Source: an optimization exercise on an open RTL-to-GDS flow (aim: small area, a short achievable clock period and few clock cycles). Production flows keep margins and buffers that such runs may drop. In this exercise RTL edits were held to simulation tests only and were not proved equivalent to the original. Power and IR drop assume default switching activity.

==> cedar: inputs <==
==> flow/design.v <==
module ge8 (input [7:0] a, b, output y);
wire [7:0] g1 = a & ~b;
wire [7:0] e1 = a | ~b;
wire [3:0] g2, e2;
wire [1:0] g4, e4;
genvar i;
generate
    for (i = 0; i < 4; i = i + 1) begin : l2
        assign g2[i] = g1[2*i+1] | e1[2*i+1] & g1[2*i];
        assign e2[i] = g1[2*i+1] | e1[2*i+1] & e1[2*i];
    end
    for (i = 0; i < 2; i = i + 1) begin : l4
        assign g4[i] = g2[2*i+1] | e2[2*i+1] & g2[2*i];
        assign e4[i] = g2[2*i+1] | e2[2*i+1] & e2[2*i];
    end
endgenerate
assign y = g4[1] | e4[1] & e4[0];
endmodule
module sort3_8 (
    input  [7:0] a, b, c,
    output [7:0] lo, md, hi
);
wire ab, ac, bc;
ge8 u_ab (.a(a), .b(b), .y(ab));
ge8 u_ac (.a(a), .b(c), .y(ac));
ge8 u_bc (.a(b), .b(c), .y(bc));
assign hi = (ab & ac)   ? a : (bc  ? b : c);
assign lo = (~ab & ~ac) ? a : (~bc ? b : c);
assign md = ab ? (bc ? b : (ac ? c : a)) : (ac ? a : (bc ? c : b));
endmodule
module max3_8 (input [7:0] a, b, c, output [7:0] y);
wire ab, ac, bc;
ge8 u_ab (.a(a), .b(b), .y(ab));
ge8 u_ac (.a(a), .b(c), .y(ac));
ge8 u_bc (.a(b), .b(c), .y(bc));
assign y = (ab & ac) ? a : (bc ? b : c);
endmodule
module min3_8 (input [7:0] a, b, c, output [7:0] y);
wire ab, ac, bc;
ge8 u_ab (.a(a), .b(b), .y(ab));
ge8 u_ac (.a(a), .b(c), .y(ac));
ge8 u_bc (.a(b), .b(c), .y(bc));
assign y = (~ab & ~ac) ? a : (~bc ? b : c);
endmodule
module med3_8 (input [7:0] a, b, c, output [7:0] y);
wire ab, ac, bc;
ge8 u_ab (.a(a), .b(b), .y(ab));
ge8 u_ac (.a(a), .b(c), .y(ac));
ge8 u_bc (.a(b), .b(c), .y(bc));
assign y = ab ? (bc ? b : (ac ? c : a)) : (ac ? a : (bc ? c : b));
endmodule
module median_ch (
    input        clk,
    input  [7:0] top, mid, bot,      
    input        lz, rz,             
    output reg [7:0] med             
);
wire [7:0] l0, m0, h0;
sort3_8 u_sort (.a(top), .b(mid), .c(bot), .lo(l0), .md(m0), .hi(h0));
reg [7:0] l1, m1, h1;    
reg [7:0] l2, m2, h2;    
reg [7:0] l3, m3, h3;    
always @(posedge clk) begin
    {l1, m1, h1} <= {l0, m0, h0};
    {l2, m2, h2} <= {l1, m1, h1};
    {l3, m3, h3} <= {l2, m2, h2};
end
wire [7:0] la = lz ? 8'd0 : l3, ma = lz ? 8'd0 : m3, ha = lz ? 8'd0 : h3;
wire [7:0] lc = rz ? 8'd0 : l1, mc = rz ? 8'd0 : m1, hc = rz ? 8'd0 : h1;
wire [7:0] mx, md, mn;
max3_8 u_mx (.a(la), .b(l2), .c(lc), .y(mx));
med3_8 u_md (.a(ma), .b(m2), .c(mc), .y(md));
min3_8 u_mn (.a(ha), .b(h2), .c(hc), .y(mn));
reg [7:0] s_mx, s_md, s_mn;
always @(posedge clk) {s_mx, s_md, s_mn} <= {mx, md, mn};
wire [7:0] fin;
med3_8 u_fin (.a(s_mx), .b(s_md), .c(s_mn), .y(fin));
always @(posedge clk) med <= fin;
endmodule
module ipdc (                        
	input         i_clk,
	input         i_rst_n,
	input         i_op_valid,
	input  [ 2:0] i_op_mode,
	input         i_in_valid,
	input  [23:0] i_in_data,
	output        o_in_ready,
	output        o_out_valid,
	output [23:0] o_out_data
);
reg  [1535:0] ring;
wire [  23:0] rp [0:63];
genvar gi;
generate
    for (gi = 0; gi < 64; gi = gi + 1) begin : g_rp
        assign rp[gi] = ring[24*gi +: 24];
    end
endgenerate
reg  [23:0] in_q;            
reg         ld_ins;          
reg         ld_first;        
reg         med_ins;         
wire [23:0] med_res;
wire [23:0] ring_in = med_ins ? med_res : (ld_ins ? in_q : rp[0]);
always @(posedge i_clk) begin
    ring <= {ring_in, ring[1535:24]};
    in_q <= i_in_data;
end
reg [5:0] B;
always @(posedge i_clk or negedge i_rst_n) begin
    if (!i_rst_n)               B <= 6'd0;
    else if (ld_ins & ld_first) B <= 6'd63;
    else                        B <= B - 6'd1;
end
wire op_load = i_op_valid & (i_op_mode == 3'd0);
wire op_disp = i_op_valid & (i_op_mode != 3'd0) & ~i_op_mode[2] | i_op_valid & (i_op_mode == 3'd4);
wire op_med  = i_op_valid & (i_op_mode == 3'd5);
wire op_cs   = i_op_valid & (i_op_mode[2:1] == 2'b11);
reg in_ready_r;
always @(posedge i_clk or negedge i_rst_n) begin
    if (!i_rst_n) in_ready_r <= 1'b0;
    else          in_ready_r <= op_load;
end
assign o_in_ready = in_ready_r;
reg [5:0] icnt;
reg       icnt0, icnt63;     
always @(posedge i_clk or negedge i_rst_n) begin
    if (!i_rst_n) begin
        icnt     <= 6'd0;
        icnt0    <= 1'b1;
        icnt63   <= 1'b0;
        ld_ins   <= 1'b0;
        ld_first <= 1'b0;
    end
    else begin
        if (i_in_valid) begin
            icnt   <= icnt + 6'd1;
            icnt0  <= (icnt == 6'd63);
            icnt63 <= (icnt == 6'd62);
        end
        ld_ins   <= i_in_valid;
        ld_first <= i_in_valid & icnt0;
    end
end
wire ld_done = i_in_valid & icnt63;
reg       med_pend;
reg [5:0] ins_cnt;
reg       b_is1;             
always @(posedge i_clk or negedge i_rst_n) begin
    if (!i_rst_n) b_is1 <= 1'b0;
    else          b_is1 <= (B == 6'd2) & ~(ld_ins & ld_first);
end
wire      med_go = (med_pend | op_med) & b_is1;
always @(posedge i_clk or negedge i_rst_n) begin
    if (!i_rst_n) begin
        med_pend <= 1'b0;
        med_ins  <= 1'b0;
        ins_cnt  <= 6'd0;
    end
    else begin
        if (med_go) begin
            med_ins  <= 1'b1;
            ins_cnt  <= 6'd0;
            med_pend <= 1'b0;
        end
        else begin
            if (op_med) med_pend <= 1'b1;
            if (med_ins) begin
                ins_cnt <= ins_cnt + 6'd1;
                if (ins_cnt == 6'd63) med_ins <= 1'b0;
            end
        end
    end
end
wire med_done = med_ins & (ins_cnt == 6'd61);
wire [5:0] m_next = 6'd9 - B;
wire [5:0] n_now  = 6'd7 - B;
reg mtop, mbot, lz, rz;
always @(posedge i_clk) begin
    mtop <= (m_next[5:3] == 3'd0);
    mbot <= (m_next[5:3] == 3'd7);
    lz   <= (n_now[2:0] == 3'd0);
    rz   <= (n_now[2:0] == 3'd7);
end
wire [23:0] tap_t = rp[0]  & {24{~mtop}};
wire [23:0] tap_m = rp[8];
wire [23:0] tap_b = rp[16] & {24{~mbot}};
wire [23:0] med3c;
generate
    for (gi = 0; gi < 3; gi = gi + 1) begin : g_med
        median_ch u_ch (
            .clk (i_clk),
            .top (tap_t[8*gi +: 8]),
            .mid (tap_m[8*gi +: 8]),
            .bot (tap_b[8*gi +: 8]),
            .lz  (lz),
            .rz  (rz),
            .med (med3c[8*gi +: 8])
        );
    end
endgenerate
reg [23:0] md4, md5, md6, md7;
always @(posedge i_clk) begin
    md4 <= med3c;
    md5 <= md4;
    md6 <= md5;
    md7 <= md6;
end
assign med_res = md7;
reg [2:0] ox, oy;
reg       ymode;
wire [2:0] ox1 = (ox < 3'd4) ? ox + 3'd1 : ox;
wire [2:0] oy2 = (oy < 3'd4) ? oy + 3'd1 : oy;
reg [5:0] cq1, cq2, cq3, cq4;
always @(posedge i_clk) begin
    cq1 <= B - 6'd2 + {oy, ox1};
    cq2 <= B - 6'd2 + {oy2, ox};
    cq3 <= B - 6'd2;
    cq4 <= B + 6'd16;
end
reg       dreq;
reg [1:0] dsel;
always @(posedge i_clk or negedge i_rst_n) begin
    if (!i_rst_n) begin
        dreq <= 1'b0;
        dsel <= 2'd0;
    end
    else begin
        dreq <= op_disp;
        dsel <= i_op_mode[1:0];
    end
end
reg [5:0] q_is;
always @(*) begin
    case (dsel)
        2'd1:    q_is = cq1;
        2'd2:    q_is = cq2;
        2'd3:    q_is = cq3;
        default: q_is = cq4;
    endcase
end
reg        dact;
reg [5:0]  dq;
reg [3:0]  cnt;
wire       run = dact & (dq[1:0] == 2'd2);
always @(posedge i_clk or negedge i_rst_n) begin
    if (!i_rst_n) begin
        ox    <= 3'd0;
        oy    <= 3'd0;
        ymode <= 1'b0;
        dact  <= 1'b0;
        dq    <= 6'd0;
        cnt   <= 4'd0;
    end
    else begin
        if (op_cs) ymode <= ~i_op_mode[0];
        if (dreq) begin
            case (dsel)
                2'd1:    begin ox <= ox1;  end
                2'd2:    begin oy <= oy2;  end
                2'd3:    begin ox <= 3'd0; oy <= 3'd0; end
                default: begin ox <= 3'd2; oy <= 3'd2; end
            endcase
            dact <= 1'b1;
            dq   <= q_is;
            cnt  <= 4'd0;
        end
        else if (dact) begin
            if (run) begin
                cnt <= cnt + 4'd1;
                if (cnt[1:0] == 2'd3) dq[5:2] <= dq[5:2] + 4'd1;
                if (cnt == 4'd15)     dact <= 1'b0;
            end
            else begin
                dq <= dq - 6'd1;
            end
        end
    end
end
reg [23:0] pix;
integer k;
always @(*) begin
    pix = 24'd0;
    for (k = 0; k < 16; k = k + 1)
        if (dq[5:2] == k) pix = rp[4*k + 2'd2];
end
reg [23:0] px_r;
always @(posedge i_clk) px_r <= pix;
wire [7:0] pr = px_r[7:0], pg = px_r[15:8], pb = px_r[23:16];
reg  [10:0] y_a, cb_a, cr_a;
reg  [ 7:0] y_g, cb_r;
reg  [ 8:0] cr_s;
always @(posedge i_clk) begin
    y_a  <= {2'b0, pr, 1'b0} + {1'b0, pg, 2'b0} + 11'd4;
    y_g  <= pg;
    cb_a <= {1'b0, pb, 2'b0} - {2'b0, pg, 1'b0} + 11'd1028;
    cb_r <= pr;
    cr_a <= {1'b0, pr, 2'b0} - {2'b0, pg, 1'b0} + 11'd1028;
    cr_s <= {1'b0, pg} + {1'b0, pb};
end
wire [10:0] y_s  = y_a  + {3'b0, y_g};
wire [10:0] cb_s = cb_a - {3'b0, cb_r};
wire [10:0] cr_f = cr_a - {2'b0, cr_s};
reg [23:0] od;
reg        ov, pv1, pv2;
always @(posedge i_clk) od <= ymode ? {cr_f[10:3], cb_s[10:3], y_s[10:3]} : pix;
always @(posedge i_clk or negedge i_rst_n) begin
    if (!i_rst_n) begin
        pv1 <= 1'b0;
        pv2 <= 1'b0;
        ov  <= 1'b0;
    end
    else begin
        pv1 <= run;
        pv2 <= pv1;
        ov  <= (ymode ? pv2 : run) | ld_done | med_done | op_cs;
    end
end
assign o_out_valid = ov;
assign o_out_data  = od;
endmodule
==> flow/run.sh <==
#!/bin/bash
# synth_recipe.tcl (not shown) runs the flow's synth.tcl, then flattens the netlist and writes it again
# the make line also repeats each setting of config.mk as NAME=value (left out here)
make -C /OpenROAD-flow-scripts/flow DESIGN_CONFIG=/design/flow/config.mk WORK_HOME=/design/flow/orfs CLKGATE_MAP_FILE= SYNTH_SCRIPT=/design/flow/synth_recipe.tcl finish
==> flow/config.mk <==
export PLATFORM = sky130hd
export DESIGN_NAME = ipdc
export DESIGN_NICKNAME = ipdc
export VERILOG_FILES = /design/flow/design.v
export SDC_FILE = /design/flow/constraint.sdc
export NUM_CORES = 4
export LEC_CHECK = 0
export CAP_MARGIN = 20
export CORE_MARGIN = 2
export CORE_UTILIZATION = 40
export SLEW_MARGIN = 20
==> flow/constraint.sdc <==
create_clock -name core_clock -period 10.0 [get_ports {i_clk}]
set_input_delay 2.0000 -clock core_clock [delete_from_list [all_inputs] [get_ports {i_clk}]]
set_output_delay 2.0000 -clock core_clock [all_outputs]
set_load 0.01 [all_outputs]
==> zinc: changes against cedar <==
==> flow/design.v, changed modules only <==
module median_ch (
    input        clk,
    input  [7:0] top, mid, bot,      
    input        lz, rz,             
    output reg [7:0] med             
);
wire [7:0] l0, m0, h0;
sort3_8 u_sort (.a(top), .b(mid), .c(bot), .lo(l0), .md(m0), .hi(h0));
reg [7:0] l1, m1, h1;    
reg [7:0] l2, m2, h2;    
reg [7:0] m3;            
reg [7:0] lp, hp;        
reg       c32;           
always @(posedge clk) begin
    {l1, m1, h1} <= {l0, m0, h0};
    {l2, m2, h2} <= {l1, m1, h1};
    m3 <= m2;
end
wire g21l, g21m, g21h, g31m;
ge8 u_g21l (.a(l2), .b(l1), .y(g21l));
ge8 u_g21m (.a(m2), .b(m1), .y(g21m));
ge8 u_g21h (.a(h2), .b(h1), .y(g21h));
ge8 u_g31m (.a(m3), .b(m1), .y(g31m));
wire [7:0] l21 = g21l ? l2 : l1;         
wire [7:0] h21 = g21h ? h1 : h2;         
wire gpl, gph;
ge8 u_gpl (.a(lp), .b(l1), .y(gpl));
ge8 u_gph (.a(hp), .b(h1), .y(gph));
always @(posedge clk) begin
    lp  <= l21;
    hp  <= h21;
    c32 <= g21m;
end
wire [7:0] mx = lz ? l21 : rz ? lp : (gpl ? lp : l1);
wire [7:0] mn = (lz | rz) ? 8'd0 : (gph ? h1 : hp);
wire [7:0] md3 = c32 ? (g21m ? m2 : (g31m ? m1 : m3)) : (g31m ? m3 : (g21m ? m1 : m2));
wire [7:0] md = lz ? (g21m ? m1 : m2) : rz ? (c32 ? m2 : m3) : md3;
reg [7:0] s_mx, s_md, s_mn;
always @(posedge clk) {s_mx, s_md, s_mn} <= {mx, md, mn};
wire [7:0] fin;
med3_8 u_fin (.a(s_mx), .b(s_md), .c(s_mn), .y(fin));
always @(posedge clk) med <= fin;
endmodule
module ipdc (                        
	input         i_clk,
	input         i_rst_n,
	input         i_op_valid,
	input  [ 2:0] i_op_mode,
	input         i_in_valid,
	input  [23:0] i_in_data,
	output        o_in_ready,
	output        o_out_valid,
	output [23:0] o_out_data
);
reg  [1535:0] ring;
wire [  23:0] rp [0:63];
genvar gi;
generate
    for (gi = 0; gi < 64; gi = gi + 1) begin : g_rp
        assign rp[gi] = ring[24*gi +: 24];
    end
endgenerate
wire        ld_first;        
reg         med_ins;         
wire [23:0] med_res;
wire [23:0] ring_in = med_ins ? med_res : (i_in_valid ? i_in_data : rp[0]);
always @(posedge i_clk) begin
    ring <= {ring_in, ring[1535:24]};
end
reg [5:0] B;
always @(posedge i_clk or negedge i_rst_n) begin
    if (!i_rst_n)               B <= 6'd0;
    else if (ld_first)          B <= 6'd63;
    else                        B <= B - 6'd1;
end
wire op_load = i_op_valid & (i_op_mode == 3'd0);
wire op_disp = i_op_valid & (i_op_mode != 3'd0) & ~i_op_mode[2] | i_op_valid & (i_op_mode == 3'd4);
wire op_med  = i_op_valid & (i_op_mode == 3'd5);
wire op_cs   = i_op_valid & (i_op_mode[2:1] == 2'b11);
reg in_ready_r;
always @(posedge i_clk or negedge i_rst_n) begin
    if (!i_rst_n) in_ready_r <= 1'b0;
    else          in_ready_r <= op_load;
end
assign o_in_ready = in_ready_r;
reg [5:0] icnt;
reg       icnt0, icnt63;     
always @(posedge i_clk or negedge i_rst_n) begin
    if (!i_rst_n) begin
        icnt     <= 6'd0;
        icnt0    <= 1'b1;
        icnt63   <= 1'b0;
    end
    else begin
        if (i_in_valid) begin
            icnt   <= icnt + 6'd1;
            icnt0  <= (icnt == 6'd63);
            icnt63 <= (icnt == 6'd62);
        end
    end
end
assign ld_first = i_in_valid & icnt0;
wire ld_done = i_in_valid & icnt63;
reg       med_pend;
reg [5:0] ins_cnt;
reg       b_is1;             
always @(posedge i_clk or negedge i_rst_n) begin
    if (!i_rst_n) b_is1 <= 1'b0;
    else          b_is1 <= (B[2:0] == 3'd2) & ~ld_first;
end
wire      med_go = (med_pend | op_med) & b_is1 & ~med_ins;
always @(posedge i_clk or negedge i_rst_n) begin
    if (!i_rst_n) begin
        med_pend <= 1'b0;
        med_ins  <= 1'b0;
        ins_cnt  <= 6'd0;
    end
    else begin
        if (med_go) begin
            med_ins  <= 1'b1;
            ins_cnt  <= 6'd0;
            med_pend <= 1'b0;
        end
        else begin
            if (op_med) med_pend <= 1'b1;
            if (med_ins) begin
                ins_cnt <= ins_cnt + 6'd1;
                if (ins_cnt == 6'd63) med_ins <= 1'b0;
            end
        end
    end
end
wire med_done = med_ins & (ins_cnt == 6'd61);
wire [5:0] m_next = 6'd9 - B;
wire [5:0] n_now  = 6'd7 - B;
wire [23:0] med3c;
reg  [191:0] sv;             
wire         sv_cap = med_ins & (ins_cnt[5:3] == 3'd0);
always @(posedge i_clk) sv <= {sv[167:0], sv_cap ? rp[0] : sv[191:168]};
reg          sv_sel;         
always @(posedge i_clk or negedge i_rst_n) begin
    if (!i_rst_n) sv_sel <= 1'b0;
    else          sv_sel <= med_ins & (ins_cnt >= 6'd47) & (ins_cnt <= 6'd54);
end
wire [23:0] bot_raw = sv_sel ? sv[191:168] : rp[16];
generate
    for (gi = 0; gi < 3; gi = gi + 1) begin : g_med
        reg mtop, mbot, lz, rz;
        always @(posedge i_clk) begin
            mtop <= (m_next[5:3] == 3'd0);
            mbot <= (m_next[5:3] == 3'd7);
            lz   <= (n_now[2:0] == 3'd0);
            rz   <= (n_now[2:0] == 3'd7);
        end
        median_ch u_ch (
            .clk (i_clk),
            .top (rp[0][8*gi +: 8]  & {8{~mtop}}),
            .mid (rp[8][8*gi +: 8]),
            .bot (bot_raw[8*gi +: 8] & {8{~mbot}}),
            .lz  (lz),
            .rz  (rz),
            .med (med3c[8*gi +: 8])
        );
    end
endgenerate
reg [23:0] md4, md5, md6, md7;
always @(posedge i_clk) begin
    md4 <= med3c;
    md5 <= md4;
    md6 <= md5;
    md7 <= md6;
end
assign med_res = md7;
reg [2:0] ox, oy;
reg       ymode;
wire [2:0] ox1 = (ox < 3'd4) ? ox + 3'd1 : ox;
wire [2:0] oy2 = (oy < 3'd4) ? oy + 3'd1 : oy;
reg [5:0] cq1, cq2, cq3, cq4;
always @(posedge i_clk) begin
    cq1 <= B - 6'd2 + {oy, ox1};
    cq2 <= B - 6'd2 + {oy2, ox};
    cq3 <= B - 6'd2;
    cq4 <= B + 6'd16;
end
reg       dreq;
reg [1:0] dsel;
always @(posedge i_clk or negedge i_rst_n) begin
    if (!i_rst_n) begin
        dreq <= 1'b0;
        dsel <= 2'd0;
    end
    else begin
        dreq <= op_disp;
        dsel <= i_op_mode[1:0];
    end
end
reg [5:0] q_is;
always @(*) begin
    case (i_op_mode[1:0])
        2'd1:    q_is = cq1;
        2'd2:    q_is = cq2;
        2'd3:    q_is = cq3;
        default: q_is = cq4;
    endcase
end
reg        dact;
reg [5:0]  dq;
reg [3:0]  cnt;
wire       run = dact & (dq[1:0] == 2'd2);
always @(posedge i_clk or negedge i_rst_n) begin
    if (!i_rst_n) begin
        ox    <= 3'd0;
        oy    <= 3'd0;
        ymode <= 1'b0;
        dact  <= 1'b0;
        dq    <= 6'd0;
        cnt   <= 4'd0;
    end
    else begin
        if (op_cs) ymode <= ~i_op_mode[0];
        if (dreq) begin
            case (dsel)
                2'd1:    begin ox <= ox1;  end
                2'd2:    begin oy <= oy2;  end
                2'd3:    begin ox <= 3'd0; oy <= 3'd0; end
                default: begin ox <= 3'd2; oy <= 3'd2; end
            endcase
        end
        if (op_disp) begin
            dact <= 1'b1;
            dq   <= q_is;
            cnt  <= 4'd0;
        end
        else if (dact) begin
            if (run) begin
                cnt <= cnt + 4'd1;
                if (cnt[1:0] == 2'd3) dq[5:2] <= dq[5:2] + 4'd1;
                if (cnt == 4'd15)     dact <= 1'b0;
            end
            else begin
                dq <= dq - 6'd1;
            end
        end
    end
end
reg [23:0] pix;
integer k;
always @(*) begin
    pix = 24'd0;
    for (k = 0; k < 16; k = k + 1)
        pix = pix | (rp[4*k + 2'd2] & {24{dq[5:2] == k}});
end
function [21:0] csa11(input [10:0] a, input [10:0] b, input [10:0] c);
    csa11 = {(a & b | a & c | b & c) << 1, a ^ b ^ c};
endfunction
wire [7:0]  pr = pix[7:0], pg = pix[15:8], pb = pix[23:16];
wire [21:0] y_cs  = csa11({2'b0, pr, 1'b0}, {1'b0, pg, 2'b0}, {3'b0, pg});
wire [21:0] cb_cs = csa11({1'b0, pb, 2'b0}, ~{2'b0, pg, 1'b0}, ~{3'b0, pr});
wire [21:0] cr_cs = csa11({1'b0, pr, 2'b0}, ~{2'b0, pg, 1'b0}, ~{3'b0, pg});
reg  [21:0] y_r, cb_r, cr_r;
reg  [ 7:0] b_r;
always @(posedge i_clk) begin
    y_r  <= y_cs;
    cb_r <= cb_cs;
    cr_r <= cr_cs;
    b_r  <= pb;
end
wire [10:0] y_s  = y_r[10:0]  + y_r[21:11]  + 11'd4;
wire [10:0] cb_s = cb_r[10:0] + cb_r[21:11] + 11'd1030;
wire [10:0] cr_f = cr_r[10:0] + cr_r[21:11] + ~{3'b0, b_r} + 11'd1031;
reg [23:0] od;
reg        ov, pv1;
always @(posedge i_clk) od <= ymode ? {cr_f[10:3], cb_s[10:3], y_s[10:3]} : pix;
always @(posedge i_clk or negedge i_rst_n) begin
    if (!i_rst_n) begin
        pv1 <= 1'b0;
        ov  <= 1'b0;
    end
    else begin
        pv1 <= run;
        ov  <= (ymode ? pv1 : run) | ld_done | med_done | op_cs;
    end
end
assign o_out_valid = ov;
assign o_out_data  = od;
endmodule
==> flow/flow/run.sh (new file) <==
#!/bin/bash
# Standard ORFS layout; timing repair aims for a setup slack of 6.75 ns
# against the 10 ns clock, i.e. for a cycle of about 3.25 ns.
bash standard.sh SETUP_SLACK_MARGIN=6.75 finish > standard.log 2>&1
==> flow/standard.sh (new file) <==
#!/bin/bash
# synth_recipe.tcl (not shown) runs the flow's synth.tcl, then flattens the netlist and writes it again
# the make line also repeats each setting of config.mk as NAME=value (left out here)
make -C /OpenROAD-flow-scripts/flow DESIGN_CONFIG=/design/flow/config.mk WORK_HOME=/design/flow/orfs CLKGATE_MAP_FILE= SYNTH_SCRIPT=/design/flow/synth_recipe.tcl "${@:-finish}"
--- a/flow/config.mk
+++ b/flow/config.mk
@@ -5,7 +5,10 @@
 export SDC_FILE = /design/flow/constraint.sdc
 export NUM_CORES = 4
 export LEC_CHECK = 0
+export ABC_AREA = 1
 export CAP_MARGIN = 20
 export CORE_MARGIN = 2
 export CORE_UTILIZATION = 40
+export CTS_CLUSTER_DIAMETER = 80
+export CTS_CLUSTER_SIZE = 30
 export SLEW_MARGIN = 20
removed: flow/run.sh
==> qor summary <==
quantity                                                  cedar        zinc
Library cells used by synthesis                              94          65
Sequential share of cell area                             60.3%       63.4%
Synth-to-layout area growth                               15.5%       9.03%
Worst path setup slack after routing                    5.68 ns     6.70 ns
Total Power Consumption                                24900 uW    22200 uW
FFs w/ async S/R, synth                                   2.33%       2.09%
Met1 GRT Util                                             24.4%       25.2%
Effective utilization at floorplan                        40.3%       40.2%
Result of the run                      timing/DRC/antenna clean  timing/DRC/antenna clean
Num CTS Buffers                                             196          97
Sequential share of the synthesized area                  69.6%       69.0%
Sink Count                                                 2145        2298
Wire length per cell after detailed routing             18.5 um     16.8 um
Area share of the largest cell type after synthesis       67.6%       67.3%
Vias in the first global route                            36200       40000
Metal-1 WL                                              67.4 mm     75.1 mm
Origin of the worst setup path                               lz          ov
Worst hold slack across all endpoints                  0.290 ns    0.295 ns
Fraction of the mapped netlist area in adder cells        3.60%       2.13%
Testbench counts of cedar, summed over its fixed seeds: cycles 16,147.
Testbench counts of zinc, summed over its fixed seeds: cycles 13,449.

-- port drivers added, routing unchanged --
The results above use ideal ports. As a check the final layouts listed here were re-extracted and re-timed, cells and wires unchanged.
Step 1: set_driving_cell puts a clkbuf_16 on i_clk and a buf_2 on each other input, an assumption about the parent block.
Step 2 times the ports against the registers' clock, not the clock port: input delays grow and output delays shrink by t, the midpoint of the rising clock arrivals with the driver on.
a / b / c = ideal / step 1 / step 2; a / b = the first two.
| run | shift t [ns] | setup WS [ns] | latest minus earliest clock arrival (ns) | slew at the worst register clock pin (ns) |
|---|---|---|---|---|
| cedar | 0.861 | 5.684 / 5.684 / 5.684 | 0.058 / 0.058 | 0.07 / 0.07 |
| zinc | 0.824 | 6.700 / 6.623 / 6.092 | 0.055 / 0.055 | 0.12 / 0.12 |
After both steps setup and hold are still met in every run listed. For zinc, which loses most, drivers alone change the setup slack by -0.077 ns; drivers and shift together by -0.608 ns.
